Context: an optimization exercise on an open-source flow, tuned for small area and a short achievable clock period. The choices shown serve that exercise and are no tape-out recipe. Where RTL was checked, it was by simulation tests only, not by an equivalence proof against the original. Function not checked in runs 1 to 4: the RTL went through the layout flow alone. Power and IR drop assume default switching activity.

==> design.v <==
module register
# (
    parameter LOGW = 6
)
(
    input                 clk,
    input                 rst,
    input                 ack,
    input                 any,
    input      [LOGW-1:0] idx,
    output reg            valid,
    output reg [LOGW-1:0] last
);
    always @ (posedge clk, negedge rst)
        if (~rst) begin
            valid <= 1'b0;
            last  <= {LOGW{1'b1}};
        end else if (ack) begin
            valid <= any;
            if (any)
                last <= idx;
        end
endmodule
module arbiter (req, last, any, idx);
input  [63:0] req;
input  [5:0] last;
output any;
output [5:0] idx;
wire va_1_0 = req[0] | req[1];
wire [0:0] ia_1_0 = ~req[0] & req[1];
wire va_1_1 = req[2] | req[3];
wire [0:0] ia_1_1 = ~req[2] & req[3];
wire va_1_2 = req[4] | req[5];
wire [0:0] ia_1_2 = ~req[4] & req[5];
wire va_1_3 = req[6] | req[7];
wire [0:0] ia_1_3 = ~req[6] & req[7];
wire va_1_4 = req[8] | req[9];
wire [0:0] ia_1_4 = ~req[8] & req[9];
wire va_1_5 = req[10] | req[11];
wire [0:0] ia_1_5 = ~req[10] & req[11];
wire va_1_6 = req[12] | req[13];
wire [0:0] ia_1_6 = ~req[12] & req[13];
wire va_1_7 = req[14] | req[15];
wire [0:0] ia_1_7 = ~req[14] & req[15];
wire va_1_8 = req[16] | req[17];
wire [0:0] ia_1_8 = ~req[16] & req[17];
wire va_1_9 = req[18] | req[19];
wire [0:0] ia_1_9 = ~req[18] & req[19];
wire va_1_10 = req[20] | req[21];
wire [0:0] ia_1_10 = ~req[20] & req[21];
wire va_1_11 = req[22] | req[23];
wire [0:0] ia_1_11 = ~req[22] & req[23];
wire va_1_12 = req[24] | req[25];
wire [0:0] ia_1_12 = ~req[24] & req[25];
wire va_1_13 = req[26] | req[27];
wire [0:0] ia_1_13 = ~req[26] & req[27];
wire va_1_14 = req[28] | req[29];
wire [0:0] ia_1_14 = ~req[28] & req[29];
wire va_1_15 = req[30] | req[31];
wire [0:0] ia_1_15 = ~req[30] & req[31];
wire va_1_16 = req[32] | req[33];
wire [0:0] ia_1_16 = ~req[32] & req[33];
wire va_1_17 = req[34] | req[35];
wire [0:0] ia_1_17 = ~req[34] & req[35];
wire va_1_18 = req[36] | req[37];
wire [0:0] ia_1_18 = ~req[36] & req[37];
wire va_1_19 = req[38] | req[39];
wire [0:0] ia_1_19 = ~req[38] & req[39];
wire va_1_20 = req[40] | req[41];
wire [0:0] ia_1_20 = ~req[40] & req[41];
wire va_1_21 = req[42] | req[43];
wire [0:0] ia_1_21 = ~req[42] & req[43];
wire va_1_22 = req[44] | req[45];
wire [0:0] ia_1_22 = ~req[44] & req[45];
wire va_1_23 = req[46] | req[47];
wire [0:0] ia_1_23 = ~req[46] & req[47];
wire va_1_24 = req[48] | req[49];
wire [0:0] ia_1_24 = ~req[48] & req[49];
wire va_1_25 = req[50] | req[51];
wire [0:0] ia_1_25 = ~req[50] & req[51];
wire va_1_26 = req[52] | req[53];
wire [0:0] ia_1_26 = ~req[52] & req[53];
wire va_1_27 = req[54] | req[55];
wire [0:0] ia_1_27 = ~req[54] & req[55];
wire va_1_28 = req[56] | req[57];
wire [0:0] ia_1_28 = ~req[56] & req[57];
wire va_1_29 = req[58] | req[59];
wire [0:0] ia_1_29 = ~req[58] & req[59];
wire va_1_30 = req[60] | req[61];
wire [0:0] ia_1_30 = ~req[60] & req[61];
wire va_1_31 = req[62] | req[63];
wire [0:0] ia_1_31 = ~req[62] & req[63];
wire va_2_0 = va_1_0 | va_1_1;
wire [1:0] ia_2_0 = {~va_1_0 & va_1_1, ia_1_0 | ({1{~va_1_0}} & ia_1_1)};
wire va_2_1 = va_1_2 | va_1_3;
wire [1:0] ia_2_1 = {~va_1_2 & va_1_3, ia_1_2 | ({1{~va_1_2}} & ia_1_3)};
wire va_2_2 = va_1_4 | va_1_5;
wire [1:0] ia_2_2 = {~va_1_4 & va_1_5, ia_1_4 | ({1{~va_1_4}} & ia_1_5)};
wire va_2_3 = va_1_6 | va_1_7;
wire [1:0] ia_2_3 = {~va_1_6 & va_1_7, ia_1_6 | ({1{~va_1_6}} & ia_1_7)};
wire va_2_4 = va_1_8 | va_1_9;
wire [1:0] ia_2_4 = {~va_1_8 & va_1_9, ia_1_8 | ({1{~va_1_8}} & ia_1_9)};
wire va_2_5 = va_1_10 | va_1_11;
wire [1:0] ia_2_5 = {~va_1_10 & va_1_11, ia_1_10 | ({1{~va_1_10}} & ia_1_11)};
wire va_2_6 = va_1_12 | va_1_13;
wire [1:0] ia_2_6 = {~va_1_12 & va_1_13, ia_1_12 | ({1{~va_1_12}} & ia_1_13)};
wire va_2_7 = va_1_14 | va_1_15;
wire [1:0] ia_2_7 = {~va_1_14 & va_1_15, ia_1_14 | ({1{~va_1_14}} & ia_1_15)};
wire va_2_8 = va_1_16 | va_1_17;
wire [1:0] ia_2_8 = {~va_1_16 & va_1_17, ia_1_16 | ({1{~va_1_16}} & ia_1_17)};
wire va_2_9 = va_1_18 | va_1_19;
wire [1:0] ia_2_9 = {~va_1_18 & va_1_19, ia_1_18 | ({1{~va_1_18}} & ia_1_19)};
wire va_2_10 = va_1_20 | va_1_21;
wire [1:0] ia_2_10 = {~va_1_20 & va_1_21, ia_1_20 | ({1{~va_1_20}} & ia_1_21)};
wire va_2_11 = va_1_22 | va_1_23;
wire [1:0] ia_2_11 = {~va_1_22 & va_1_23, ia_1_22 | ({1{~va_1_22}} & ia_1_23)};
wire va_2_12 = va_1_24 | va_1_25;
wire [1:0] ia_2_12 = {~va_1_24 & va_1_25, ia_1_24 | ({1{~va_1_24}} & ia_1_25)};
wire va_2_13 = va_1_26 | va_1_27;
wire [1:0] ia_2_13 = {~va_1_26 & va_1_27, ia_1_26 | ({1{~va_1_26}} & ia_1_27)};
wire va_2_14 = va_1_28 | va_1_29;
wire [1:0] ia_2_14 = {~va_1_28 & va_1_29, ia_1_28 | ({1{~va_1_28}} & ia_1_29)};
wire va_2_15 = va_1_30 | va_1_31;
wire [1:0] ia_2_15 = {~va_1_30 & va_1_31, ia_1_30 | ({1{~va_1_30}} & ia_1_31)};
wire va_3_0 = va_2_0 | va_2_1;
wire [2:0] ia_3_0 = {~va_2_0 & va_2_1, ia_2_0 | ({2{~va_2_0}} & ia_2_1)};
wire va_3_1 = va_2_2 | va_2_3;
wire [2:0] ia_3_1 = {~va_2_2 & va_2_3, ia_2_2 | ({2{~va_2_2}} & ia_2_3)};
wire va_3_2 = va_2_4 | va_2_5;
wire [2:0] ia_3_2 = {~va_2_4 & va_2_5, ia_2_4 | ({2{~va_2_4}} & ia_2_5)};
wire va_3_3 = va_2_6 | va_2_7;
wire [2:0] ia_3_3 = {~va_2_6 & va_2_7, ia_2_6 | ({2{~va_2_6}} & ia_2_7)};
wire va_3_4 = va_2_8 | va_2_9;
wire [2:0] ia_3_4 = {~va_2_8 & va_2_9, ia_2_8 | ({2{~va_2_8}} & ia_2_9)};
wire va_3_5 = va_2_10 | va_2_11;
wire [2:0] ia_3_5 = {~va_2_10 & va_2_11, ia_2_10 | ({2{~va_2_10}} & ia_2_11)};
wire va_3_6 = va_2_12 | va_2_13;
wire [2:0] ia_3_6 = {~va_2_12 & va_2_13, ia_2_12 | ({2{~va_2_12}} & ia_2_13)};
wire va_3_7 = va_2_14 | va_2_15;
wire [2:0] ia_3_7 = {~va_2_14 & va_2_15, ia_2_14 | ({2{~va_2_14}} & ia_2_15)};
wire va_4_0 = va_3_0 | va_3_1;
wire [3:0] ia_4_0 = {~va_3_0 & va_3_1, ia_3_0 | ({3{~va_3_0}} & ia_3_1)};
wire va_4_1 = va_3_2 | va_3_3;
wire [3:0] ia_4_1 = {~va_3_2 & va_3_3, ia_3_2 | ({3{~va_3_2}} & ia_3_3)};
wire va_4_2 = va_3_4 | va_3_5;
wire [3:0] ia_4_2 = {~va_3_4 & va_3_5, ia_3_4 | ({3{~va_3_4}} & ia_3_5)};
wire va_4_3 = va_3_6 | va_3_7;
wire [3:0] ia_4_3 = {~va_3_6 & va_3_7, ia_3_6 | ({3{~va_3_6}} & ia_3_7)};
wire va_5_0 = va_4_0 | va_4_1;
wire [4:0] ia_5_0 = {~va_4_0 & va_4_1, ia_4_0 | ({4{~va_4_0}} & ia_4_1)};
wire va_5_1 = va_4_2 | va_4_3;
wire [4:0] ia_5_1 = {~va_4_2 & va_4_3, ia_4_2 | ({4{~va_4_2}} & ia_4_3)};
wire va_6_0 = va_5_0 | va_5_1;
wire [5:0] ia_6_0 = {~va_5_0 & va_5_1, ia_5_0 | ({5{~va_5_0}} & ia_5_1)};
wire [15:0] grp;
wire [3:0] col_0 = {req[48], req[32], req[16], req[0]};
assign grp[0] = col_0[last[5:4]];
wire [3:0] col_1 = {req[49], req[33], req[17], req[1]};
assign grp[1] = col_1[last[5:4]];
wire [3:0] col_2 = {req[50], req[34], req[18], req[2]};
assign grp[2] = col_2[last[5:4]];
wire [3:0] col_3 = {req[51], req[35], req[19], req[3]};
assign grp[3] = col_3[last[5:4]];
wire [3:0] col_4 = {req[52], req[36], req[20], req[4]};
assign grp[4] = col_4[last[5:4]];
wire [3:0] col_5 = {req[53], req[37], req[21], req[5]};
assign grp[5] = col_5[last[5:4]];
wire [3:0] col_6 = {req[54], req[38], req[22], req[6]};
assign grp[6] = col_6[last[5:4]];
wire [3:0] col_7 = {req[55], req[39], req[23], req[7]};
assign grp[7] = col_7[last[5:4]];
wire [3:0] col_8 = {req[56], req[40], req[24], req[8]};
assign grp[8] = col_8[last[5:4]];
wire [3:0] col_9 = {req[57], req[41], req[25], req[9]};
assign grp[9] = col_9[last[5:4]];
wire [3:0] col_10 = {req[58], req[42], req[26], req[10]};
assign grp[10] = col_10[last[5:4]];
wire [3:0] col_11 = {req[59], req[43], req[27], req[11]};
assign grp[11] = col_11[last[5:4]];
wire [3:0] col_12 = {req[60], req[44], req[28], req[12]};
assign grp[12] = col_12[last[5:4]];
wire [3:0] col_13 = {req[61], req[45], req[29], req[13]};
assign grp[13] = col_13[last[5:4]];
wire [3:0] col_14 = {req[62], req[46], req[30], req[14]};
assign grp[14] = col_14[last[5:4]];
wire [3:0] col_15 = {req[63], req[47], req[31], req[15]};
assign grp[15] = col_15[last[5:4]];
wire gva_1_0 = grp[0] | grp[1];
wire [0:0] gia_1_0 = ~grp[0] & grp[1];
wire gvm_1_0 = ~last[0] & grp[1];
wire [0:0] gim_1_0 = ~last[0] & grp[1];
wire gva_1_1 = grp[2] | grp[3];
wire [0:0] gia_1_1 = ~grp[2] & grp[3];
wire gvm_1_1 = ~last[0] & grp[3];
wire [0:0] gim_1_1 = ~last[0] & grp[3];
wire gva_1_2 = grp[4] | grp[5];
wire [0:0] gia_1_2 = ~grp[4] & grp[5];
wire gvm_1_2 = ~last[0] & grp[5];
wire [0:0] gim_1_2 = ~last[0] & grp[5];
wire gva_1_3 = grp[6] | grp[7];
wire [0:0] gia_1_3 = ~grp[6] & grp[7];
wire gvm_1_3 = ~last[0] & grp[7];
wire [0:0] gim_1_3 = ~last[0] & grp[7];
wire gva_1_4 = grp[8] | grp[9];
wire [0:0] gia_1_4 = ~grp[8] & grp[9];
wire gvm_1_4 = ~last[0] & grp[9];
wire [0:0] gim_1_4 = ~last[0] & grp[9];
wire gva_1_5 = grp[10] | grp[11];
wire [0:0] gia_1_5 = ~grp[10] & grp[11];
wire gvm_1_5 = ~last[0] & grp[11];
wire [0:0] gim_1_5 = ~last[0] & grp[11];
wire gva_1_6 = grp[12] | grp[13];
wire [0:0] gia_1_6 = ~grp[12] & grp[13];
wire gvm_1_6 = ~last[0] & grp[13];
wire [0:0] gim_1_6 = ~last[0] & grp[13];
wire gva_1_7 = grp[14] | grp[15];
wire [0:0] gia_1_7 = ~grp[14] & grp[15];
wire gvm_1_7 = ~last[0] & grp[15];
wire [0:0] gim_1_7 = ~last[0] & grp[15];
wire gva_2_0 = gva_1_0 | gva_1_1;
wire [1:0] gia_2_0 = {~gva_1_0 & gva_1_1, gia_1_0 | ({1{~gva_1_0}} & gia_1_1)};
wire gvm_2_0 = last[1] ? gvm_1_1 : (gvm_1_0 | gva_1_1);
wire [1:0] gim_2_0 = last[1] ? {gvm_1_1, gim_1_1} : {~gvm_1_0 & gva_1_1, gim_1_0 | ({1{~gvm_1_0}} & gia_1_1)};
wire gva_2_1 = gva_1_2 | gva_1_3;
wire [1:0] gia_2_1 = {~gva_1_2 & gva_1_3, gia_1_2 | ({1{~gva_1_2}} & gia_1_3)};
wire gvm_2_1 = last[1] ? gvm_1_3 : (gvm_1_2 | gva_1_3);
wire [1:0] gim_2_1 = last[1] ? {gvm_1_3, gim_1_3} : {~gvm_1_2 & gva_1_3, gim_1_2 | ({1{~gvm_1_2}} & gia_1_3)};
wire gva_2_2 = gva_1_4 | gva_1_5;
wire [1:0] gia_2_2 = {~gva_1_4 & gva_1_5, gia_1_4 | ({1{~gva_1_4}} & gia_1_5)};
wire gvm_2_2 = last[1] ? gvm_1_5 : (gvm_1_4 | gva_1_5);
wire [1:0] gim_2_2 = last[1] ? {gvm_1_5, gim_1_5} : {~gvm_1_4 & gva_1_5, gim_1_4 | ({1{~gvm_1_4}} & gia_1_5)};
wire gva_2_3 = gva_1_6 | gva_1_7;
wire [1:0] gia_2_3 = {~gva_1_6 & gva_1_7, gia_1_6 | ({1{~gva_1_6}} & gia_1_7)};
wire gvm_2_3 = last[1] ? gvm_1_7 : (gvm_1_6 | gva_1_7);
wire [1:0] gim_2_3 = last[1] ? {gvm_1_7, gim_1_7} : {~gvm_1_6 & gva_1_7, gim_1_6 | ({1{~gvm_1_6}} & gia_1_7)};
wire gva_3_0 = gva_2_0 | gva_2_1;
wire [2:0] gia_3_0 = {~gva_2_0 & gva_2_1, gia_2_0 | ({2{~gva_2_0}} & gia_2_1)};
wire gvm_3_0 = last[2] ? gvm_2_1 : (gvm_2_0 | gva_2_1);
wire [2:0] gim_3_0 = last[2] ? {gvm_2_1, gim_2_1} : {~gvm_2_0 & gva_2_1, gim_2_0 | ({2{~gvm_2_0}} & gia_2_1)};
wire gva_3_1 = gva_2_2 | gva_2_3;
wire [2:0] gia_3_1 = {~gva_2_2 & gva_2_3, gia_2_2 | ({2{~gva_2_2}} & gia_2_3)};
wire gvm_3_1 = last[2] ? gvm_2_3 : (gvm_2_2 | gva_2_3);
wire [2:0] gim_3_1 = last[2] ? {gvm_2_3, gim_2_3} : {~gvm_2_2 & gva_2_3, gim_2_2 | ({2{~gvm_2_2}} & gia_2_3)};
wire gva_4_0 = gva_3_0 | gva_3_1;
wire [3:0] gia_4_0 = {~gva_3_0 & gva_3_1, gia_3_0 | ({3{~gva_3_0}} & gia_3_1)};
wire gvm_4_0 = last[3] ? gvm_3_1 : (gvm_3_0 | gva_3_1);
wire [3:0] gim_4_0 = last[3] ? {gvm_3_1, gim_3_1} : {~gvm_3_0 & gva_3_1, gim_3_0 | ({3{~gvm_3_0}} & gia_3_1)};
wire vm_5_0 = last[4] ? gvm_4_0 : (gvm_4_0 | va_4_1);
wire [4:0] im_5_0 = last[4] ? {gvm_4_0, gim_4_0} : {~gvm_4_0 & va_4_1, gim_4_0 | ({4{~gvm_4_0}} & ia_4_1)};
wire vm_5_1 = last[4] ? gvm_4_0 : (gvm_4_0 | va_4_3);
wire [4:0] im_5_1 = last[4] ? {gvm_4_0, gim_4_0} : {~gvm_4_0 & va_4_3, gim_4_0 | ({4{~gvm_4_0}} & ia_4_3)};
wire vm_6_0 = last[5] ? vm_5_1 : (vm_5_0 | va_5_1);
wire [5:0] im_6_0 = last[5] ? {vm_5_1, im_5_1} : {~vm_5_0 & va_5_1, im_5_0 | ({5{~vm_5_0}} & ia_5_1)};
assign any = va_6_0;
assign idx = im_6_0 | ({6{~vm_6_0}} & ia_6_0);
endmodule
module decoder
# (
    parameter WIDTH = 64,
    parameter LOGW = 6
)
(
    input              valid,
    input  [LOGW-1:0]  in,
    output [WIDTH-1:0] out
);
    genvar i;
    generate
        for (i = 0; i < WIDTH; i = i + 1) begin : dec
            assign out[i] = valid & (in == i);
        end
    endgenerate
endmodule
module rr_arbiter(clk, resetb, ack, request, grant);
	parameter integer WIDTH = 64;
	localparam integer LOGW = 6;
	input clk, resetb, ack;
	input [WIDTH - 1:0] request;
	output [WIDTH - 1:0] grant;
	wire            valid;
	wire [LOGW-1:0] last;
	wire            any;
	wire [LOGW-1:0] idx;
	arbiter arbiter(.req(request), .last(last), .any(any), .idx(idx));
	register #(.LOGW(LOGW)) state(.clk(clk), .rst(resetb), .ack(ack), .any(any), .idx(idx), .valid(valid), .last(last));
	decoder #(.WIDTH(WIDTH), .LOGW(LOGW)) final_decoder(.valid(valid), .in(last), .out(grant));
endmodule
==> flow/run.sh <==
#!/bin/bash
# The standard layout, with the port buffers made as plain buf_1 cells.
set -euo pipefail
export BUFFER_PORTS_ARGS="-buffer_cell sky130_fd_sc_hd__buf_1"
bash standard.sh > standard.log 2>&1
==> standard.sh <==
#!/bin/bash
# synth_recipe.tcl (not shown) runs the flow's synth.tcl, then flattens the netlist and writes it again
# the make line also repeats each setting of config.mk as NAME=value (left out here)
make -C /OpenROAD-flow-scripts/flow DESIGN_CONFIG=/design/flow/config.mk WORK_HOME=/design/flow/orfs CLKGATE_MAP_FILE= SYNTH_SCRIPT=/design/flow/synth_recipe.tcl "${@:-finish}"
==> config.mk <==
export PLATFORM = sky130hd
export DESIGN_NAME = rr_arbiter
export DESIGN_NICKNAME = rr_arbiter
export VERILOG_FILES = /design/flow/design.v
export SDC_FILE = /design/flow/constraint.sdc
export NUM_CORES = 4
export LEC_CHECK = 0
export CAP_MARGIN = 20
export CORE_MARGIN = 2
export CORE_UTILIZATION = 40
export SETUP_SLACK_MARGIN = 4.0
export SLEW_MARGIN = 20
==> constraint.sdc <==
create_clock -name core_clock -period 8.0 [get_ports {clk}]
set_input_delay 1.6000 -clock core_clock [delete_from_list [all_inputs] [get_ports {clk}]]
set_output_delay 1.6000 -clock core_clock [all_outputs]
set_load 0.01 [all_outputs]
==> summary.txt, run 1 <==
GRT:
- The first global-routing pass estimated 17000 µm of wire.
- For this run, the total global-route usage over all layers was measured as 28.1%.
- Entering global routing, the biggest net connects 34 pins.
- The total grt overflow is 0.
- The initial antenna violation count is 0.
- The number of global-route vias before repair is 3524.

Finish:
- The final core utilization is 50.7%.
- The area growth from synthesis to layout is 21.1%.
- 0 antenna diodes ended up in the layout.
- The non-filler instance count after layout is 616.
- The count of filler cells inserted in the layout is 707.
- At the end of the flow, the number of nets in the layout was 607.
- The post-route netlist has 7.79% of its cells at a drive strength greater than 1.

Clock tree:
- TritonCTS built the clock tree.
- The number of buffers added by the clock tree synthesis step is 3.
- In this run the deepest clock path goes through 2 buffers.
- In this run the number of H-tree levels came out at 1.
- Buffers added to address setup during post-CTS repair amount to 0.
- For the worst-skew pair, the clock arrives at the later sink with an insertion delay of 0.23 ns.
- The clock transition at the register clock pins on the worst setup and hold paths after CTS is 0.04 ns.
- The cell at the root of the clock tree is clkbuf_8.
- For this design, the sink count on the clock tree is 7.

Setup path:
- The most common cell type on the critical path is o311ai_1.
- The type of origin of the critical path is a primary input.
- Counting both buffers and inverters, the worst setup path holds a total of 1.
- On the critical path the largest part of the delay comes from simple AND/OR/NAND/NOR gates.
- Walking the worst path, the cells encountered are buf_1, or4_1, nand4b_1, o41a_1, nor2_1, nor2b_1, o311ai_1, o311ai_1.
- Of all nets on the critical path, the largest fanout is 12.
- The worst setup path is of the primary input to flop kind.
- The worst path required time is 8.13 ns.
- The worst setup path is captured at a flop.
- The largest individual stage delay along the critical path comes from the cell o41a_1.
- The data arrival time of the worst path is 3.95 ns.
- The delay of the slowest critical-path stage is 0.68 ns.

Die:
- The floorplan has 29 rows.
- The count of pins on the block boundary is 131.
- The floorplan step defined a die boundary enclosing 0.00740 mm².
- The height of the die is 86.0 µm.
- The initial utilization of the core area, before any placement, comes to 41.9%.
- The x dimension of the die is 86.0 µm.
- The area of the placeable core is 0.00642 mm².

Logic synthesis:
- Sorting the synthesized cells by area gives the leading types as nor2_1, mux4_2, dfstp_2.
- After synthesis, the largest area contributor takes up 16.5% of total cell area.
- The top cell type by total area after synthesis is nor2_1.
- Counting flops with an async set or reset pin after synthesis yields a share of 100%.
- For this run, the number of Yosys warnings is 1.
- A synthesized cell averages 6.36 µm².
- Yosys mapped a number of flops with a built-in enable equal to 0.
- The cell area after technology mapping is 0.00269 mm².
- In this run, distinct cell masters in the synthesized netlist total 62.
- Synthesis inferred 7 register bits.
- The sequential-to-total area share from yosys stat is 6.79%.
- The most used flip-flop cell after synthesis is dfstp_2.
- In the synthesized netlist, the number of instances is 423.
- Counting every net in the synthesized netlist gives 490.

STA:
- In this run the tightest slew margin relative to its limit is 50.6%.
- Setup violations remaining at the end of the flow were counted as 0.
- The final critical path time including I/O delays and setup is 3.82 ns.
- Setup repair after global routing left no endpoint under its margin.
- Derived from the worst setup path, the maximum achievable clock frequency is 262 MHz.
- The final hold violation count is 0.
- The worst-margin pin slew is 0.723 ns.
- The post-route setup TNS is 0 ns.
- The final setup skew is 0.00178 ns.
- The share of the clock period used by the worst path after layout is 47.7%.
- The final setup slack of the worst path is 4.18 ns.
- The total count of max-transition violations in the final report is 0.

Route:
- The post-detailed-routing wire length is 10600 µm.
- Using the TritonRoute via totals, the vias-per-cell ratio works out to 6.24.
- The final antenna-violating net count is 0.
- For this block, the initial DRC count from the detailed router was 236.
- The number of detailed-routing iterations run before antenna repair is 5.
- For this run, design rule violations remaining after detail routing come to 0.
- The routed layout has 3845 vias.
- Dividing the detail-routed wire length by the instance count gives 17.2 µm.

Power:
- The relative contribution of sequential cells to total power is 19.9%.
- The power share of the clock group is 5.7%.
- In this run the power density over the cells is 265 mW/mm².
- Summed over all nets, the switching power comes to 507 µW.
- The fraction of power spent switching nets is 58.7%.
- Combinational logic is responsible for 74.3% of the overall power.
- The final total power is 863 µW.
- The peak supply drop is 0.146 mV.
- The internal power of the cells totals 357 µW.
- The leakage power total is 1.00 nW.

Placed design:
- At the end of routability-driven placement, the weighted congestion stood at 0.995.
- OpenSTA, run right after detailed placement, puts the worst setup slack at 3.99 ns.
- The port buffer count is 130.
- The HPWL after detailed placement is 8750 µm.
- The number of placed instances, taps included is 612.

Run status:
- The run finished with no timing, DRC or antenna violations.

Run:
- Max-cap violations in this run came to 0.

Min path:
- The path class of the tightest hold or removal check is flop to flop.
[Yosys cell counts (2+ instances only)]
library cell	instances
a2111oi_0	2
a211o_1	2
a211oi_1	8
a21oi_1	30
a221oi_1	5
a22o_1	3
a22oi_1	5
a311oi_1	2
a31oi_1	7
a41o_1	2
and2_1	2
and3_1	2
buf_2	3
buf_6	2
clkbuf_1	13
dfstp_2	6
inv_1	23
mux2_2	5
mux4_2	14
nand2_1	27
nand2b_1	5
nand3_1	13
nand3b_1	2
nand4_1	5
nor2_1	118
nor2b_1	6
nor3_1	4
nor4_1	15
o2111ai_1	2
o211ai_1	5
o21ai_0	27
o21bai_1	4
o221ai_1	3
o22ai_1	6
o311ai_1	2
o31ai_1	6
o32ai_1	2
or2_2	2
or3_1	2
or4_1	9
[power by group through the flow]
stage                     clock [mW]  combinational, mW  sequential [mW]
after floorplan                    0              0.569           0.0724
after detailed placement           0              0.625            0.169
after global routing          0.0525              0.704            0.183
after CTS                     0.0499              0.628            0.169
after global placement             0              0.624            0.171
final                         0.0494              0.642            0.172
[logic make-up after synthesis]
family / synth area share, %
and+or+nand+nor: 38.2
muxes: 14.2
buffers and inverters: 6.83
AOI/OAI and AO/OA: 34.0
DFF: 6.79
[metrics by stage]
stage                     hold slack [ns]  cell area [µm²]
after floorplan                     0.520             2690
after global placement              0.556             3190
after detailed placement            0.555             3190
after CTS                           0.564             3240
after global routing                0.619             3260
final                               0.597             3260
[area by class of cell]
class | count | area [µm²] | area share, %
inverters | 23 | 86.3 | 2.65
well taps | 77 | 96.3 | 2.96
clock buffers | 4 | 45.0 | 1.38
repair buffers | 132 | 503 | 15.4
multi-input cells | 373 | 2340 | 72.0
flip-flops and latches | 7 | 183 | 5.61
[metal layers]
metal  vias up  wire length, µm  part of all wire [%]  global-route usage (%)
met5         -                0                     0                       0
met4         0              207                   2.0                    6.49
met3        24              816                   7.7                    2.31
met2       208             5150                    49                    51.3
met1      1778             4390                    42                    35.7
li1       1835                -                     -                       -
[cells in the final DEF (no fill, tap or decap), drive strengths merged, types with 4 or more instances in the layout]
cell type,Yosys,routed
mux4,14,14
o22ai,6,6
nor2,118,118
or4,9,9
a22o,4,4
o21ai,29,29
o211ai,5,5
a21oi,30,30
buf,7,132
a31oi,7,7
nand4,5,5
nor2b,6,6
nor3,4,4
nor4,15,15
a22oi,5,5
clkbuf,13,4
inv,23,23
nand2,27,27
nand2b,5,5
mux2,6,6
dfstp,6,6
o21bai,4,4
a211oi,8,8
o31ai,7,7
nand3,13,13
a221oi,6,6
or2,4,4
[registers in the layout (all words and copies together), names as in the netlist]
signal and cells:
state.last 6, state.valid 1
[final timing paths]
| kind | from | to | slack, ns | depth (start not counted) |
|---|---|---|---|---|
| setup / recovery | request[52] | state.last[0] | 4.18 | 8 |
| hold / removal | state.last[3] | state.last[3] | 0.60 | 1 |
| setup reg to reg | state.last[4] | state.last[5] | 4.79 | 7 |
| hold reg to reg | state.last[3] | state.last[3] | 0.60 | 1 |
| max in group asynchronous | resetb | state.last[3] | 6.42 | 1 |
| min in group asynchronous | resetb | state.valid | 1.27 | 1 |
[timing repair]
action | CTS | global route
endpoints found under the setup margin | 0 | 49
gates resized for setup | 0 | 4
hold buffers | 0 | 0
==> inputs of run 2 (changes only) <==
--- a/config.mk
+++ b/config.mk
@@ -8,5 +8,5 @@
 export CAP_MARGIN = 20
 export CORE_MARGIN = 2
 export CORE_UTILIZATION = 40
-export SETUP_SLACK_MARGIN = 4.0
+export SETUP_SLACK_MARGIN = 4.8
 export SLEW_MARGIN = 20
==> run 2 against run 1 <==
Effect of this change: still clean; clock power barely moved; first-iteration DRC count fell by 5.9%; synthesized area did not move; final area rose by 22%; maximum frequency rose by 7.2%; sequential share of layout area fell by 0.52 points; largest cell class unchanged.
==> summary.txt, run 2 <==
Run status:
- The flow ran to the end and the layout has no timing, DRC or antenna violations.

Logic synthesis:
- After synthesis, the cell types taking the most area are nor2_1, mux4_2, dfstp_2.
- By count the netlist is led by nor2_1, a21oi_1, nand2_1, o21ai_0, inv_1.
- A synthesized cell averages 6.36 µm².
- The total nets after synthesis is 490.
- The synthesized netlist occupies a cell area of 0.00269 mm².
- After Yosys synthesis, XOR and XNOR cells account for 0% of the synthesized area.
- The portion of synthesized area spent on multiplexers is 14.2%.
- By instance count, the leading cell after synthesis is nor2_1.
- The fraction of the mapped netlist area in compound gates is 34.0%.
- Counting every instance in the synthesized netlist gives 423.
- In the synthesized netlist the dominant register cell turns out to be dfstp_2.
- The number of storage elements in the synthesis netlist is 7.
- Of all flip-flops after synthesis, the portion carrying an async set or reset was 100%.
- The basic-gate share of the synthesized area counting and, or, nand and nor cells is 38.2%.
- The area fraction of the dominant cell type after synthesis is 16.5%.
- After Yosys synthesis, full adders, half adders and majority gates account for 0% of the synthesized area.
- The largest total area in the synthesized netlist belongs to nor2_1.
- By area, the combinational part of the netlist is dominated by simple AND/OR/NAND/NOR gates.
- The synthesized netlist contains 62 unique library cells.
- The total of warnings raised by yosys is 1.
- In this run, synthesis inferred 0 flip-flops with an integrated enable.
- The sequential-to-total area share from yosys stat is 6.79%.

STA:
- In this run the tightest slew margin relative to its limit is 55.4%.
- The timing-limited maximum frequency is 281 MHz.
- Once routing completed, OpenROAD measured the worst setup slack at 4.44 ns.
- In the finished design, the share of the clock period the worst path needs comes to 44.5%.
- The count of final setup violators is 0.
- The final setup skew is 0.00581 ns.
- The final hold violation count is 0.
- The total count of max-transition violations in the final report is 0.
- Setup repair after global routing could not meet its margin everywhere.
- Counting I/O delays and the setup requirement, the final critical path takes 3.56 ns.
- The post-route setup TNS is 0 ns.
- The worst-margin pin slew is 0.662 ns.

GRT:
- Across every metal layer, demand over resource in global routing totals 31.1%.
- The number of global-route vias before repair is 3773.
- The maximum number of pins on one net before global-route repair is 17.
- The first-pass GRT wire length is 18600 µm.
- The total grt overflow is 0.
- The initial antenna violation count is 0.

Placed design:
- After detailed placement, the design holds a cell count of 612.
- Routability-driven placement finished with a final weighted congestion of 1.02.
- Input and output buffers added on the ports amount to 130.
- The pre-CTS setup slack is 3.99 ns.
- The total half-perimeter wirelength after legalization and detailed placement is 8630 µm.

Setup path:
- The worst setup path is launched from a primary input.
- The worst path required time is 8.12 ns.
- At the worst endpoint, the arrival time is 3.67 ns.
- Of all nets on the critical path, the largest fanout is 6.
- The worst setup path is captured at a flop.
- The critical path in this run is classified as primary input to flop.

Route:
- The final antenna-violating net count is 0.
- The post-detailed-routing wire length is 12000 µm.
- In the routed layout, each cell is associated on average with a via count of 6.42.
- For this block, the via count after detailed routing is 4173.
- The first routing iteration left 222 violations.
- The post-route DRC violation count is 0.
- The average wire per standard cell is 18.5 µm.
- The number of detailed-routing iterations run before antenna repair is 5.

Run:
- Across the run, the number of max-cap violations was 0.

Clock tree:
- Clock tree synthesis inserted a total of 3 buffers.
- The clock transition at the register clock pins on the worst setup and hold paths after CTS is 0.04 ns.
- The clock passes through at most 2 buffers.
- The clock drives 7 sinks.
- The clock latency reported for the late side of the worst-skew pair is 0.23 ns.
- TritonCTS built the clock tree.
- CTS placed an instance of clkbuf_8 at the clock tree root.
- CTS built an H-tree with a depth of 1.

Die:
- The x dimension of the die is 86.0 µm.
- The initial standard-cell utilization of the core is 41.9%.
- The count of pins on the block boundary is 131.
- The die is 86.0 µm tall.
- After floorplanning, the core was divided into 29 placement rows.
- The area of the placeable core is 0.00642 mm².
- The die covers 0.00740 mm².

Finish:
- The register with the most flip-flops is state.last.
- The repair_antennas step left the layout with diodes totalling 0.
- The non-filler instance count after layout is 650.
- The largest registers in the layout are state.last (6), state.valid (1).
- The final net count is 641.
- The flip-flop count of the largest register after layout is 6.
- Compared with the post-synthesis result, the final layout area differs by 47.2%.
- Cells with a size suffix above 1 make up 28.8% of the layout.
- The library cells used most frequently in the layout, excluding fill and tap cells, are buf_1, nor2_1, a21oi_1.
- The most common library cell in the layout ignoring fill and taps is buf_1.

Power:
- Summed over all cells, the static leakage comes to 1.39 nW.
- The peak supply drop is 0.151 mV.
- In this run the power density over the cells is 289 mW/mm².

Min path:
- The worst hold path belongs to the class flop to flop.
run 2: logic make-up after synthesis:
kind of cell	Yosys count
AOI/OAI and AO/OA	133
buffers and inverters	43
DFF	7
muxes	20
and+or+nand+nor	220
run 2: final cells by class:
class	instances	area, µm²
inverter	23	93.8
timing repair buffer	166	881
fill	610	2460
clock buffer	4	45.0
sequential	7	201
tap	77	96.3
multi-input combinational	373	2640
run 2: metal layers:
metal  track usage, %  routed length [µm]  vias to the layer above
met5                0                   0                        -
met4             10.8                 418                        0
met3             2.89                 997                       47
met2             55.8                5890                      299
met1             38.4                4700                     1914
li1                 -                   -                     1913
run 2: path summary, 6_finish.rpt:
kind | start | endpoint | slack (ns) | cells past startpoint
max in group asynchronous | resetb | state.last[3] | 6.42 | 1
worst max-delay path | request[41] | state.last[0] | 4.44 | 8
min in group asynchronous | resetb | state.valid | 1.26 | 1
worst max register to register | state.last[4] | state.last[5] | 4.95 | 8
worst min register to register | state.last[3] | state.last[3] | 0.72 | 2
worst min-delay path | state.last[3] | state.last[3] | 0.72 | 2
run 2: critical path, stage by stage:
cell and delay, ns:
buf_1 0.14, nor4_1 0.56, nand4_1 0.25, or2_4 0.32, a221oi_4 0.40, nor2b_1 0.19
o311ai_1 0.11, o311ai_1 0.11
run 2: repair_timing:
item                                    4_1_cts  5_1_grt
hold buffers                                  0        0
gates resized for setup                      74       70
hold endpoints to repair                      0        0
endpoints found under the setup margin       71       60
pin swaps                                    12       30
setup buffers                                26        8
run 2: where the power goes:
| part | switching (mW) | leakage, nW | internal, mW |
|---|---|---|---|
| clock | 0.0151 | 0.0228 | 0.0345 |
| combinational | 0.604 | 1.29 | 0.392 |
| sequential | 0.0267 | 0.0758 | 0.0723 |
run 2: through the flow:
| step | util (%) | hold WS, ns | total power, mW | area, µm² |
|---|---|---|---|---|
| after floorplan | - | 0.519 | 0.659 | 2740 |
| after global placement | 50.2 | 0.561 | 0.807 | 3220 |
| after detailed placement | 50.2 | 0.565 | 0.807 | 3220 |
| after CTS | 58.4 | 0.733 | 1.02 | 3750 |
| after global routing | 61.7 | 0.730 | 1.21 | 3960 |
| final | 61.7 | 0.715 | 1.14 | 3960 |
==> inputs of run 3 (changes only) <==
--- a/config.mk
+++ b/config.mk
@@ -8,5 +8,5 @@
 export CAP_MARGIN = 20
 export CORE_MARGIN = 2
 export CORE_UTILIZATION = 40
-export SETUP_SLACK_MARGIN = 4.8
+export SETUP_SLACK_MARGIN = 3.6
 export SLEW_MARGIN = 20
==> run 3 against run 2 <==
Effect of this change: sequential power increased by 73%; first-iteration DRC count rose by 20%; setup slack worse by 0.33 ns; die area stayed put; core utilization down 11 points; global-route usage is 2.9 points lower; combinational power fell by 36%; count of clock-buffer cells in the layout stayed put; clock skew fell by 0.0039 ns; non-clock buffer count shrank 34; largest cell class unchanged.
==> summary.txt, run 3 <==
Clock tree:
- The tree is rooted in a clkbuf_8.
- The number of sinks driven by the clock tree is 7.
- The clock latency reported for the late side of the worst-skew pair is 0.23 ns.
- The TritonCTS clock tree is yes.
- Buffers added to address setup during post-CTS repair amount to 0.
- Counting along the longest clock path gives a buffer depth of 2.
- The clock transition at the register clock pins on the worst setup and hold paths after CTS is 0.04 ns.
- Counting the buffers created by CTS gives 3.
- Gates resized during post-CTS repair numbered 0.
- CTS built an H-tree with a depth of 1.
- The total of hold buffers inserted after clock tree synthesis is 0.

Min path:
- Counting instances, the worst hold path has a depth of 1.
- The start point of the worst min-delay path is state.valid.
- The path category of the worst min-delay check is flop to flop.
- The worst hold path terminates at state.valid.

Setup path:
- At the worst endpoint, the required time is 6.40 ns.
- The capturing point of the worst reg2reg path is state.last[5].
- Measured in cells, the most critical reg-to-reg path has a length of 7.
- For this run, the slowest stage of the critical path takes 0.93 ns.
- The data arrival time of the worst path is 2.29 ns.
- Among all stages on the critical path, the largest delay is contributed by dfstp_2.
- The kind of end point of the critical path is a primary output.
- On the critical path the largest part of the delay comes from flip-flops.
- The startpoint of the lowest-slack register-to-register path is state.last[4].
- The signal on the critical path passes through inv_1, nand3_1, nor2_1, buf_1.
- The worst register-to-register path has a setup slack of 4.79 ns.
- The critical path buffer and inverter count is 2.
- The critical path in this run is classified as flop to primary output.
- The maximum net fanout on the critical path is 33.
- The type of origin of the critical path is a flop.

Placed design:
- The total half-perimeter wirelength after legalization and detailed placement is 8750 µm.
- The placer congestion estimate is 0.995.
- The number of placed instances, taps included is 612.
- The port buffer count is 130.
- Timing analysis after detailed placement gives a worst setup slack of 3.99 ns.

STA:
- Setup repair after global routing left no endpoint under its margin.
- The total count of max-transition violations in the final report is 0.
- The worst-margin pin slew is 0.706 ns.
- The final setup skew is 0.00192 ns.
- The final hold violation count is 0.
- Timing would allow up to 257 MHz.
- The post-route setup TNS is 0 ns.
- The final critical path time including I/O delays and setup is 3.89 ns.
- The worst pin sits at a relative slew slack of 51.7%.
- Dividing the final minimum period by the clock period gives 48.6%.
- The worst hold slack after final layout is 0.564 ns.
- Setup violations remaining at the end of the flow were counted as 0.
- After layout, the worst setup slack is 4.11 ns.

Route:
- The average wire per standard cell is 17.3 µm.
- Summed over all layers, the routed wires come to 10600 µm.
- The average via count per standard cell is 6.22.
- For this block, the initial DRC count from the detailed router was 267.
- For this run, design rule violations remaining after detail routing come to 0.
- The total number of vias is 3831.
- The first detailed-routing pass took 5 iterations.
- Once detail routing completed, the nets flagged for antenna violations numbered 0.

Finish:
- The antenna diode instance count is 0.
- The largest registers in the layout are state.last (6), state.valid (1).
- The flip-flop count of the largest register after layout is 6.
- In the final layout, the share of cells above drive strength 1 is 7.05%.
- The top cell types in the final layout, fill and taps aside, are buf_1, nor2_1, a21oi_1.
- The count of filler cells inserted in the layout is 709.
- Compared with the post-synthesis result, the final layout area differs by 20.3%.
- Once layout is complete, the cells apart from fillers number 616.
- More flip-flops sit in one register than any other, and that register is state.last.
- The most common library cell in the layout ignoring fill and taps is buf_1.
- The final net count is 607.

Die:
- The die is 86.0 µm tall.
- The count of pins on the block boundary is 131.
- The x dimension of the die is 86.0 µm.
- The floorplan step defined a die boundary enclosing 0.00740 mm².
- The standard-cell row count is 29.
- The core region is 0.00642 mm².
- The initial utilization of the core area, before any placement, comes to 41.9%.

GRT:
- Summed over all layers, the global routing overflow is 0.
- The first-pass GRT wire length is 17000 µm.
- The initial antenna violation count came to 0.
- Global routing used 28.1% of the available tracks across all layers.
- The maximum number of pins on one net before global-route repair is 34.
- The number of global-route vias before repair is 3524.

Logic synthesis:
- Sequential cells were found to cover 6.79% of the synthesized design area.
- The commonest cells after synthesis are nor2_1, a21oi_1, nand2_1, o21ai_0, inv_1.
- The top cell type by total area after synthesis is nor2_1.
- After synthesis, the cell types taking the most area are nor2_1, mux4_2, dfstp_2.
- The number of storage elements in the synthesis netlist is 7.
- The synthesized design contains 0 enable-type register cells.
- The dominant cell by count in the synthesized netlist is nor2_1.
- Synthesis produced 423 cells.
- Among all flip-flop cells after synthesis, the most frequent one is dfstp_2.
- The synthesized design devotes to its leading area cell type 16.5% of total area.
- The synthesized area per cell is 6.36 µm².
- The total of warnings raised by yosys is 1.
- When the netlist entered floorplanning its net count stood at 490.
- The unique cell type count in the Yosys netlist is 62.
- The cell area after technology mapping is 0.00269 mm².
- In the synthesized netlist the async set-or-reset flop fraction comes to 100%.

Run status:
- The run finished with no timing, DRC or antenna violations.

Power:
- The power per cell area is 266 mW/mm².
- The final total power is 861 µW.
- The peak supply drop is 0.144 mV.
- The leakage power total is 0.994 nW.

Run:
- The number of maximum-capacitance violations is 0.
## run 3: cell counts after synthesis
No cell type changed its count.
## run 3: per-layer routing
metal / part of all wire (%) / track usage [%]
met1: 42 / 35.7
met5: 0 / 0
met2: 49 / 51.3
met4: 1.8 / 6.49
met3: 7.5 / 2.31
## run 3: metrics by stage
| stage | util [%] | instance area, µm² |
|---|---|---|
| after detailed placement | 49.7 | 3190 |
| final | 50.4 | 3240 |
| after floorplan | - | 2690 |
| after global placement | 49.7 | 3190 |
| after global routing | 50.4 | 3240 |
| after CTS | 50.4 | 3240 |
## run 3: layout make-up
cell class	instances	area [µm²]	share of cell area, %
multi-input cells	373	2320	71.8
repair buffers	132	503	15.5
flip-flops and latches	7	183	5.64
well taps	77	96.3	2.98
inverters	23	86.3	2.67
clock buffers	4	45.0	1.39
## run 3: worst max-delay path by stage
stage / endpoint / start / slack, ns / depth (start not counted)
finish: grant[2] / state.last[5] / 4.11 / 4
floorplan: state.last[0] / request[52] / 4.40 / 8
detailed placement: state.last[1] / request[52] / 3.99 / 7
CTS: grant[2] / state.last[5] / 4.11 / 4
global route: grant[25] / state.last[4] / 3.87 / 3
global placement: state.last[1] / request[52] / 4.07 / 7
## run 3: logic make-up after synthesis
logic type,after synthesis,share of synthesized area [%]
and+or+nand+nor,220,38.2
AOI/OAI and AO/OA,133,34.0
buffers and inverters,43,6.83
muxes,20,14.2
DFF,7,6.79
## run 3: report_power, final
| part | switching [mW] | internal (mW) |
|---|---|---|
| Sequential | 0.105 | 0.0662 |
| Combinational | 0.386 | 0.254 |
| Clock | 0.0148 | 0.0344 |
| Total | 0.506 | 0.355 |
==> inputs of run 4 (changes only) <==
--- a/config.mk
+++ b/config.mk
@@ -8,5 +8,5 @@
 export CAP_MARGIN = 20
 export CORE_MARGIN = 2
 export CORE_UTILIZATION = 40
-export SETUP_SLACK_MARGIN = 3.6
+export SETUP_SLACK_MARGIN = 4.3
 export SLEW_MARGIN = 20
==> run 4 against run 3 <==
Effect of this change: via count rose by 0.60%; total power increased by 1.6%; combinational power grew 1%; highest routed layer unchanged.
==> summary.txt, run 4 <==
Placed design:
- The placer congestion estimate is 0.995.
- The port buffer count is 130.
- The placed instance area is 0.00319 mm².
- The total half-perimeter wirelength after legalization and detailed placement is 8750 µm.
- The pre-CTS setup slack is 3.99 ns.

Finish:
- Compared with the post-synthesis result, the final layout area differs by 24.3%.
- Leaving out fill and tap cells, the most frequent cells in the layout are buf_1, nor2_1, a21oi_1.
- The register with the most flip-flops is state.last.
- The most common library cell in the layout ignoring fill and taps is buf_1.
- The largest registers in the layout are state.last (6), state.valid (1).
- Registers take 190 µm².
- After routing the design area is 0.00335 mm².
- The layout has 697 filler cells.
- The multi-input combinational cells in the finished layout cover a total of 0.00240 mm².
- The final net count is 610.
- The antenna diode instance count is 0.
- The register with the most flip-flops in the layout has 6 of them.
- The share of final-layout standard cells stronger than drive strength 1 is 9.96%.

Route:
- The first TritonRoute pass finished after 5 iterations.
- The routed layout has 3854 vias.
- Dividing the detail-routed via count by the number of cells gives 6.23.
- For this block, the routed nets add up to 10600 µm of wire.
- The count of nets left with antenna violations once routing finished came out at 0.
- The first routing iteration left 198 violations.
- The post-route DRC violation count is 0.
- The average wire per standard cell is 17.2 µm.

Setup path:
- The startpoint identified for the worst register-to-register timing path is state.last[4].
- Setup slack on the worst reg-to-reg path comes out at 5.01 ns.
- The worst path required time is 8.13 ns.
- The startpoint of the worst setup timing path is request[52].
- In this run the worst path has a maximum fanout of 7.
- The worst setup path is launched from a primary input.
- The number of cells on the worst reg-to-reg path is 7.
- STA classifies the critical path endpoint as a flop.
- The critical path is of the primary input to flop type.
- The capture point of the critical path is state.last[0].
- The worst register-to-register path ends at state.last[5].
- At the worst endpoint, the arrival time is 3.78 ns.

Clock tree:
- The number of H-tree levels is 1.
- The longest clock path from root to sink contains 2 buffers.
- After clock tree synthesis, the flow added hold-fix buffers numbering 0.
- The TritonCTS clock tree is yes.
- The clock transition at the register clock pins on the worst setup and hold paths after CTS is 0.04 ns.
- The clock latency reported for the late side of the worst-skew pair is 0.23 ns.
- The number of sinks driven by the clock tree is 7.
- TritonCTS created 3 clock buffers.
- The cell at the root of the clock tree is clkbuf_8.

GRT:
- Entering global routing, the biggest net connects 34 pins.
- The first-pass GRT wire length is 17000 µm.
- The total grt overflow is 0.
- The global routing usage summed across all routing layers is 28.1%.
- The number of global-route vias before repair is 3521.
- The initial antenna violation count is 0.

STA:
- The post-route setup TNS is 0 ns.
- The final hold violation count came to 0.
- The worst path uses 45.6% of the clock period.
- The total count of max-transition violations in the final report was 0.
- Between clock sinks in the finished design, the worst skew comes to 0.00135 ns.
- The final critical path time including I/O delays and setup is 3.65 ns.
- Based on the critical path, the design can be clocked at up to 274 MHz.
- Measured against its own limit, the worst slew margin works out to 53.0%.
- Setup slack on the critical path of the routed design comes to 4.35 ns.
- The worst hold slack after final layout is 0.599 ns.
- The worst-margin pin slew is 0.697 ns.
- Setup repair after global routing could not meet its margin everywhere.
- Setup violations remaining at the end of the flow were counted as 0.

Die:
- The initial standard-cell utilization of the core is 41.9%.
- The height of the die is 86.0 µm.
- The count of pins on the block boundary is 131.
- From left edge to right edge, the die measures 86.0 µm.
- After floorplanning, the core was divided into 29 placement rows.
- In this run the standard cell core region covers 0.00642 mm².
- The floorplan step defined a die boundary enclosing 0.00740 mm².

Min path:
- The path category of the worst min-delay check is flop to flop.

Logic synthesis:
- The mapped netlist covers 0.00269 mm².
- Of the synthesized area, sequential elements account for 6.79%.
- The most used flip-flop cell after synthesis is dfstp_2.
- Synthesis produced 423 cells.
- The commonest cells after synthesis are nor2_1, a21oi_1, nand2_1, o21ai_0, inv_1.
- The synthesized area per cell is 6.36 µm².
- The synthesized design contains 7 register bits.
- For this run, the number of Yosys warnings is 1.
- The number of enable-type register cells in the synthesized netlist is 0.
- The most common cell in the synthesized netlist is nor2_1.
- The share of flip-flops with an asynchronous set or reset is 100%.
- When the netlist entered floorplanning its net count stood at 490.
- After synthesis, the cell types taking the most area are nor2_1, mux4_2, dfstp_2.
- Counting distinct cell types in the post-synthesis netlist gives 62.
- nor2_1 takes more of the synthesized area than any other cell.
- The top cell type by area accounts for 16.5% of the synthesized area.

Run:
- The number of maximum-capacitance violations is 0.

Run status:
- The run finished with no timing, DRC or antenna violations.

Power:
- Summed over all cells, the static leakage comes to 1.04 nW.
- The power per cell area is 262 mW/mm².
- The peak supply drop is 0.138 mV.
[run 4: cell counts after synthesis]
Identical to the previous run, type by type.
[run 4: routing by layer]
layer  part of all wire (%)  track usage [%]
met2                     49             51.4
met1                     41             35.8
met3                    8.0             2.12
met4                    2.1             6.49
met5                      0                0
[run 4: per-stage QoR]
step | total power [mW] | util (%) | std cells
2_1_floorplan | 0.641 | - | 423
3_3_place_gp | 0.795 | 49.7 | 612
3_5_place_dp | 0.795 | 49.7 | 612
4_1_cts | 0.847 | 50.5 | 617
5_1_grt | 0.952 | 52.1 | 619
6_report | 0.875 | 52.1 | 619
[run 4: critical path, stage by stage]
cell	delay (ns)
buf_1	0.11
or4_4	0.59
nand4b_1	0.31
or2_1	0.35
a221oi_4	0.43
nor2b_1	0.18
o311ai_1	0.11
o311ai_1	0.11
[run 4: final cells by class]
cell class              count  area share (%)
flip-flops and latches      7            5.68
clock buffers               4            1.35
multi-input cells         373            71.8
inverters                  23            2.58
repair buffers            135            15.7
well taps                  77            2.88
[run 4: kinds of logic after synthesis]
family | after synthesis | share of synthesized area, %
compound gates | 133 | 34.0
mux | 20 | 14.2
buf+inv | 43 | 6.83
flops | 7 | 6.79
simple gates | 220 | 38.2
[run 4: worst min-delay path by stage]
stage,depth (start not counted),slack (ns),from,endpoint
finish,1,0.60,state.last[3],state.last[3]
detailed placement,1,0.55,state.valid,state.valid
global placement,1,0.56,state.valid,state.valid
global route,1,0.62,state.last[3],state.last[3]
CTS,1,0.56,state.valid,state.valid
floorplan,1,0.52,state.valid,state.valid
[run 4: what timing repair did]
item                       4_1_cts  5_1_grt
gates resized for setup          0       18
buffers inserted                 1        2
pin swaps                        1        1
setup endpoints to repair       67       69
[run 4: where the power goes]
part / leakage [nW] / internal [mW] / switching, mW
registers: 0.0748 / 0.0699 / 0.106
logic: 0.942 / 0.261 / 0.388
clock network: 0.0228 / 0.0344 / 0.0149
total: 1.04 / 0.366 / 0.509
==> inputs of run 5 (changes only) <==
--- a/design.v
+++ b/design.v
@@ -185,66 +185,40 @@
 assign grp[14] = col_14[last[5:4]];
 wire [3:0] col_15 = {req[63], req[47], req[31], req[15]};
 assign grp[15] = col_15[last[5:4]];
-wire gva_1_0 = grp[0] | grp[1];
-wire [0:0] gia_1_0 = ~grp[0] & grp[1];
-wire gvm_1_0 = ~last[0] & grp[1];
-wire [0:0] gim_1_0 = ~last[0] & grp[1];
-wire gva_1_1 = grp[2] | grp[3];
-wire [0:0] gia_1_1 = ~grp[2] & grp[3];
-wire gvm_1_1 = ~last[0] & grp[3];
-wire [0:0] gim_1_1 = ~last[0] & grp[3];
-wire gva_1_2 = grp[4] | grp[5];
-wire [0:0] gia_1_2 = ~grp[4] & grp[5];
-wire gvm_1_2 = ~last[0] & grp[5];
-wire [0:0] gim_1_2 = ~last[0] & grp[5];
-wire gva_1_3 = grp[6] | grp[7];
-wire [0:0] gia_1_3 = ~grp[6] & grp[7];
-wire gvm_1_3 = ~last[0] & grp[7];
-wire [0:0] gim_1_3 = ~last[0] & grp[7];
-wire gva_1_4 = grp[8] | grp[9];
-wire [0:0] gia_1_4 = ~grp[8] & grp[9];
-wire gvm_1_4 = ~last[0] & grp[9];
-wire [0:0] gim_1_4 = ~last[0] & grp[9];
-wire gva_1_5 = grp[10] | grp[11];
-wire [0:0] gia_1_5 = ~grp[10] & grp[11];
-wire gvm_1_5 = ~last[0] & grp[11];
-wire [0:0] gim_1_5 = ~last[0] & grp[11];
-wire gva_1_6 = grp[12] | grp[13];
-wire [0:0] gia_1_6 = ~grp[12] & grp[13];
-wire gvm_1_6 = ~last[0] & grp[13];
-wire [0:0] gim_1_6 = ~last[0] & grp[13];
-wire gva_1_7 = grp[14] | grp[15];
-wire [0:0] gia_1_7 = ~grp[14] & grp[15];
-wire gvm_1_7 = ~last[0] & grp[15];
-wire [0:0] gim_1_7 = ~last[0] & grp[15];
-wire gva_2_0 = gva_1_0 | gva_1_1;
-wire [1:0] gia_2_0 = {~gva_1_0 & gva_1_1, gia_1_0 | ({1{~gva_1_0}} & gia_1_1)};
-wire gvm_2_0 = last[1] ? gvm_1_1 : (gvm_1_0 | gva_1_1);
-wire [1:0] gim_2_0 = last[1] ? {gvm_1_1, gim_1_1} : {~gvm_1_0 & gva_1_1, gim_1_0 | ({1{~gvm_1_0}} & gia_1_1)};
-wire gva_2_1 = gva_1_2 | gva_1_3;
-wire [1:0] gia_2_1 = {~gva_1_2 & gva_1_3, gia_1_2 | ({1{~gva_1_2}} & gia_1_3)};
-wire gvm_2_1 = last[1] ? gvm_1_3 : (gvm_1_2 | gva_1_3);
-wire [1:0] gim_2_1 = last[1] ? {gvm_1_3, gim_1_3} : {~gvm_1_2 & gva_1_3, gim_1_2 | ({1{~gvm_1_2}} & gia_1_3)};
-wire gva_2_2 = gva_1_4 | gva_1_5;
-wire [1:0] gia_2_2 = {~gva_1_4 & gva_1_5, gia_1_4 | ({1{~gva_1_4}} & gia_1_5)};
-wire gvm_2_2 = last[1] ? gvm_1_5 : (gvm_1_4 | gva_1_5);
-wire [1:0] gim_2_2 = last[1] ? {gvm_1_5, gim_1_5} : {~gvm_1_4 & gva_1_5, gim_1_4 | ({1{~gvm_1_4}} & gia_1_5)};
-wire gva_2_3 = gva_1_6 | gva_1_7;
-wire [1:0] gia_2_3 = {~gva_1_6 & gva_1_7, gia_1_6 | ({1{~gva_1_6}} & gia_1_7)};
-wire gvm_2_3 = last[1] ? gvm_1_7 : (gvm_1_6 | gva_1_7);
-wire [1:0] gim_2_3 = last[1] ? {gvm_1_7, gim_1_7} : {~gvm_1_6 & gva_1_7, gim_1_6 | ({1{~gvm_1_6}} & gia_1_7)};
-wire gva_3_0 = gva_2_0 | gva_2_1;
-wire [2:0] gia_3_0 = {~gva_2_0 & gva_2_1, gia_2_0 | ({2{~gva_2_0}} & gia_2_1)};
-wire gvm_3_0 = last[2] ? gvm_2_1 : (gvm_2_0 | gva_2_1);
-wire [2:0] gim_3_0 = last[2] ? {gvm_2_1, gim_2_1} : {~gvm_2_0 & gva_2_1, gim_2_0 | ({2{~gvm_2_0}} & gia_2_1)};
-wire gva_3_1 = gva_2_2 | gva_2_3;
-wire [2:0] gia_3_1 = {~gva_2_2 & gva_2_3, gia_2_2 | ({2{~gva_2_2}} & gia_2_3)};
-wire gvm_3_1 = last[2] ? gvm_2_3 : (gvm_2_2 | gva_2_3);
-wire [2:0] gim_3_1 = last[2] ? {gvm_2_3, gim_2_3} : {~gvm_2_2 & gva_2_3, gim_2_2 | ({2{~gvm_2_2}} & gia_2_3)};
-wire gva_4_0 = gva_3_0 | gva_3_1;
-wire [3:0] gia_4_0 = {~gva_3_0 & gva_3_1, gia_3_0 | ({3{~gva_3_0}} & gia_3_1)};
-wire gvm_4_0 = last[3] ? gvm_3_1 : (gvm_3_0 | gva_3_1);
-wire [3:0] gim_4_0 = last[3] ? {gvm_3_1, gim_3_1} : {~gvm_3_0 & gva_3_1, gim_3_0 | ({3{~gvm_3_0}} & gia_3_1)};
+wire [15:0] above = ~({16{1'b1}} >> (15 - last[3:0]));
+wire [15:0] grpm = grp & above;
+wire mva_1_0 = grpm[0] | grpm[1];
+wire [0:0] mia_1_0 = ~grpm[0] & grpm[1];
+wire mva_1_1 = grpm[2] | grpm[3];
+wire [0:0] mia_1_1 = ~grpm[2] & grpm[3];
+wire mva_1_2 = grpm[4] | grpm[5];
+wire [0:0] mia_1_2 = ~grpm[4] & grpm[5];
+wire mva_1_3 = grpm[6] | grpm[7];
+wire [0:0] mia_1_3 = ~grpm[6] & grpm[7];
+wire mva_1_4 = grpm[8] | grpm[9];
+wire [0:0] mia_1_4 = ~grpm[8] & grpm[9];
+wire mva_1_5 = grpm[10] | grpm[11];
+wire [0:0] mia_1_5 = ~grpm[10] & grpm[11];
+wire mva_1_6 = grpm[12] | grpm[13];
+wire [0:0] mia_1_6 = ~grpm[12] & grpm[13];
+wire mva_1_7 = grpm[14] | grpm[15];
+wire [0:0] mia_1_7 = ~grpm[14] & grpm[15];
+wire mva_2_0 = mva_1_0 | mva_1_1;
+wire [1:0] mia_2_0 = {~mva_1_0 & mva_1_1, mia_1_0 | ({1{~mva_1_0}} & mia_1_1)};
+wire mva_2_1 = mva_1_2 | mva_1_3;
+wire [1:0] mia_2_1 = {~mva_1_2 & mva_1_3, mia_1_2 | ({1{~mva_1_2}} & mia_1_3)};
+wire mva_2_2 = mva_1_4 | mva_1_5;
+wire [1:0] mia_2_2 = {~mva_1_4 & mva_1_5, mia_1_4 | ({1{~mva_1_4}} & mia_1_5)};
+wire mva_2_3 = mva_1_6 | mva_1_7;
+wire [1:0] mia_2_3 = {~mva_1_6 & mva_1_7, mia_1_6 | ({1{~mva_1_6}} & mia_1_7)};
+wire mva_3_0 = mva_2_0 | mva_2_1;
+wire [2:0] mia_3_0 = {~mva_2_0 & mva_2_1, mia_2_0 | ({2{~mva_2_0}} & mia_2_1)};
+wire mva_3_1 = mva_2_2 | mva_2_3;
+wire [2:0] mia_3_1 = {~mva_2_2 & mva_2_3, mia_2_2 | ({2{~mva_2_2}} & mia_2_3)};
+wire mva_4_0 = mva_3_0 | mva_3_1;
+wire [3:0] mia_4_0 = {~mva_3_0 & mva_3_1, mia_3_0 | ({3{~mva_3_0}} & mia_3_1)};
+wire gvm_4_0 = mva_4_0;
+wire [3:0] gim_4_0 = mia_4_0;
 wire vm_5_0 = last[4] ? gvm_4_0 : (gvm_4_0 | va_4_1);
 wire [4:0] im_5_0 = last[4] ? {gvm_4_0, gim_4_0} : {~gvm_4_0 & va_4_1, gim_4_0 | ({4{~gvm_4_0}} & ia_4_1)};
 wire vm_5_1 = last[4] ? gvm_4_0 : (gvm_4_0 | va_4_3);
--- a/config.mk
+++ b/config.mk
@@ -7,6 +7,6 @@
 export LEC_CHECK = 0
 export CAP_MARGIN = 20
 export CORE_MARGIN = 2
-export CORE_UTILIZATION = 40
+export CORE_UTILIZATION = 60
 export SETUP_SLACK_MARGIN = 4.3
 export SLEW_MARGIN = 20
==> run 5 against run 4 <==
Effect of this change: maximum frequency is 1.1% lower; sequential cell count stayed put; die area is 36% lower; clock skew is 0.00056 ns higher; global-route usage is 12 points higher; synthesized cell count is 9.7% lower; final cell count is 10% lower; critical path depth is 2 higher; synthesized area is 7.0% lower; combinational power is 48% lower; highest routed layer unchanged.
==> summary.txt, run 5 <==
Finish:
- The largest registers in the layout are state.last (6), state.valid (1).
- The register with the most flip-flops in the layout has 6 of them.
- The share of final-layout standard cells stronger than drive strength 1 is 11.3%.
- The layout overhead on the synthesized area is 25.8%.
- The register with the most flip-flops is state.last.
- The repair_antennas step left the layout with diodes totalling 0.
- The most common library cell in the layout ignoring fill and taps is buf_1.
- The net count of the finished layout is 573.
- The count of filler cells inserted in the layout is 323.
- The top cell types in the final layout, fill and taps aside, are buf_1, nor2_1, a21oi_1.

Logic synthesis:
- The synthesized area per cell is 6.55 µm².
- The total of warnings raised by yosys is 1.
- The top cell type by total area after synthesis is nor2_1.
- The netlist uses 67 different library cells.
- Counting every instance in the synthesized netlist gives 382.
- By count the netlist is led by nor2_1, a21oi_1, nand2_1.
- The synthesized design contains 7 register bits.
- The number of enable-type register cells in the synthesized netlist is 0.
- Sequential elements use 7.30% of the synthesized area.
- Of the post-synthesis cell area, the dominant cell type holds 15.8%.
- After synthesis, the share of flip-flops with an asynchronous set or reset is 100%.
- The most used flip-flop cell after synthesis is dfstp_2.
- When the netlist entered floorplanning its net count stood at 449.
- The mapped netlist covers 0.00250 mm².
- The dominant cell by count in the synthesized netlist is nor2_1.
- After synthesis, the cell types taking the most area are nor2_1, mux4_2, dfstp_2.

Setup path:
- The class of the most critical setup path is primary input to flop.
- The data arrival time of the worst path is 3.84 ns.
- For the worst setup path, the data required time is 8.15 ns.
- The worst-case reg-to-reg path depth is 8.
- The largest single stage delay on the critical path is 0.60 ns.
- In this run the worst setup path terminates at state.last[2].
- Tracing the worst setup path back leads to its startpoint at request[52].
- On the critical path, the stage with the largest delay is an instance of or4_4.
- The capturing point of the worst reg2reg path is state.last[2].
- The reg2reg setup slack is 4.91 ns.
- STA classifies the critical path endpoint as a flop.
- The count of cell instances traversed by the critical path is 10.
- Counting both buffers and inverters, the worst setup path holds a total of 3.
- The type of origin of the critical path is a primary input.
- Traced cell by cell, the critical path runs through buf_1, or4_4, nor4b_4, buf_4, o21ai_0, a22oi_2, nand3_2, buf_4, o31a_1, o21ai_1.
- In this design, the critical path's most frequently occurring cell is buf_4.
- In this run the critical register-to-register path is launched from state.last[4].
- The cell family contributing the most delay on the critical path is simple AND/OR/NAND/NOR gates.
- The maximum net fanout on the critical path is 5.

Min path:
- The path category of the worst min-delay check is flop to flop.

Route:
- The post-route DRC violation count is 0.
- The detailed router's first-iteration violation count is 495.
- The number of detailed-routing iterations run before antenna repair is 5.
- The detailed router put a total of 3530 µm of wire on met1.
- The met3 layer wire length in the routed design is 1250 µm.
- The final antenna-violating net count is 0.
- Dividing the detail-routed wire length by the instance count gives 17.3 µm.
- The routed design has 9630 µm of wire.
- The average via count per standard cell is 6.67.
- The amount of wire on met2 after detailed routing is 4410 µm.
- The topmost layer with routed signal wires is met4.
- Across all layers, the routed design uses 3700 vias.

GRT:
- The initial antenna violation count is 0.
- The first-pass GRT wire length is 14300 µm.
- The maximum number of pins on one net before global-route repair is 33.
- The number of global-route vias before repair was 3035.
- The total overflow left after global routing is 0.
- The global routing usage summed across all routing layers is 40.0%.

Placed design:
- Buffers placed on the I/O ports in this run total 130.
- The total half-perimeter wirelength after legalization and detailed placement is 7280 µm.
- Routability-driven placement finished with a final weighted congestion of 1.06.

STA:
- At the pin with the least slew margin, the transition time is 0.716 ns.
- The final critical path time including I/O delays and setup is 3.69 ns.
- The final hold violation count is 0.
- The max-slew headroom at the worst pin is 52.1%.
- Summed over all failing endpoints, the final setup total negative slack is 0 ns.
- The timing-limited maximum frequency is 271 MHz.
- Setup violations remaining at the end of the flow were counted as 0.
- The clock arrives with 0.00191 ns of skew.
- The total count of max-transition violations in the final report was 0.
- The share of the clock period used by the worst path after layout is 46.2%.
- Setup repair after global routing left no endpoint under its margin.

Run status:
- The flow ran to the end and the layout has no timing, DRC or antenna violations.

Power:
- Across the VDD grid, the largest voltage drop is 0.0680 mV.
- The leakage power total is 0.992 nW.
- Power spread over the standard cell area amounts to 160 mW/mm².
- The final total power is 505 µW.

Clock tree:
- The TritonCTS clock tree is yes.
- The clock net in this run drives a total of 7 sinks.
- In this run the number of H-tree levels came out at 1.
- The total of hold buffers inserted after clock tree synthesis is 0.
- The clock transition at the register clock pins on the worst setup and hold paths after CTS is 0.04 ns.
- The number of buffers added by the clock tree synthesis step is 3.
- The clock latency reported for the late side of the worst-skew pair is 0.24 ns.
- The root buffer cell chosen for the clock tree is clkbuf_8.
- The clock passes through at most 2 buffers.

Die:
- The area of the placeable core is 0.00400 mm².
- The height of the die is 68.6 µm.
- For this configuration, the core starts out at a cell density of 62.6%.
- The count of pins on the block boundary is 131.
- The standard-cell row count is 23.
- The die is 68.6 µm wide.
- The full die area is 0.00470 mm².

Run:
- Across the run, the number of max-cap violations was 0.
[run 5: cell types whose count changed after synthesis, moves of 4 or more]
cell	delta
o21ai_1	+8
inv_1	-4
a31oi_1	-4
o21ai_0	-7
mux2_2	-4
o211ai_1	-4
nor4_1	-5
nor2_1	-13
o22ai_1	-5
[run 5: layout make-up]
type	count	area, µm²	area share [%]
Timing Repair Buffer	138	548	17.4
Inverter	19	71.3	2.27
Tap cell	50	62.6	1.99
Sequential cell	7	190	6.04
Clock buffer	4	45.0	1.43
Multi-Input combinational cell	337	2230	70.9
[run 5: what timing repair did]
item                                    in CTS  in global routing
endpoints found under the setup margin      68                 70
gates resized for setup                      4                 15
gates cloned                                 0                  0
pin swaps                                    2                  5
endpoints found under the hold margin        0                  0
setup buffers                                3                  5
[run 5: worst min path at each step]
stage	slack (ns)	to	startpoint	cells past startpoint
floorplan	0.54	state.valid	state.valid	2
global placement	0.57	state.valid	state.valid	2
detailed placement	0.58	state.valid	state.valid	2
CTS	0.62	state.last[1]	state.last[1]	2
global route	0.67	state.last[1]	state.last[1]	2
finish	0.62	state.last[1]	state.last[1]	2
[run 5: logic make-up (layout without fill, tap and decap cells)]
group	after synthesis	count (layout)	share of synthesized area, %
AOI/OAI and AO/OA	119	119	32.1
buffers and inverters	38	161	6.85
DFF	7	7	7.30
muxes	18	18	15.0
and+or+nand+nor	200	200	38.7
[run 5: worst min-delay path: stages (launching register included)]
cell	delay (ns)
dfstp_2	0.43
nand2_1	0.08
o2111ai_1	0.11
[run 5: per-layer routing]
metal	vias to the layer above	track usage, %
li1	1686	-
met1	1621	52.6
met2	330	62.5
met3	63	7.95
met4	0	19.0
met5	-	0
[run 5: power by group]
part | switching [mW] | internal [mW]
logic | 0.213 | 0.124
registers | 0.0569 | 0.0582
clock network | 0.0184 | 0.0347
total | 0.288 | 0.217
[run 5: through the flow]
step	area (µm²)	instances	util, %	hold WS (ns)	worst slack, ns
6_report	3150	555	78.7	0.624	4.31
5_1_grt	3150	555	78.7	0.674	4.15
4_1_cts	3040	550	75.9	0.619	4.11
3_5_place_dp	2950	543	73.8	0.578	3.96
3_3_place_gp	2950	543	73.8	0.572	4.02
2_1_floorplan	2500	382	-	0.543	4.40

==> static timing again, ports no longer ideal <==
Ports are ideal in the flow. The routed layouts listed here were re-timed in OpenROAD.
Step 1 assumes that a clkbuf_16 drives the clock port and a buf_2 every other input.
Step 2 also shifts input and output timing later by t, the mid clock arrival at the registers, as if the neighbouring blocks saw the same clock.
Slacks: ideal ports / drivers / drivers and shift; pairs: ideal ports / drivers.
| run | shift t [ns] | setup slack, ns | hold WS [ns] | worst register clock-pin slew, ns | worst slew at a driven data input, ns |
|---|---|---|---|---|---|
| run 1 | 0.246 | 4.185 / 4.185 / 3.939 | 0.597 / 0.597 / 0.597 | 0.04 / 0.04 | 0.04 |
| run 2 | 0.243 | 4.442 / 4.440 / 4.197 | 0.715 / 0.715 / 0.715 | 0.04 / 0.04 | 0.06 |
| run 3 | 0.245 | 4.111 / 4.091 / 3.950 | 0.564 / 0.564 / 0.564 | 0.04 / 0.04 | 0.04 |
| run 4 | 0.245 | 4.349 / 4.350 / 4.104 | 0.599 / 0.599 / 0.599 | 0.04 / 0.04 | 0.04 |
| run 5 | 0.259 | 4.308 / 4.311 / 4.052 | 0.624 / 0.624 / 0.624 | 0.04 / 0.04 | 0.04 |
After both steps setup and hold are still met in every run listed. For run 5, which loses most, drivers alone change the setup slack by +0.003 ns; drivers and shift together by -0.256 ns.
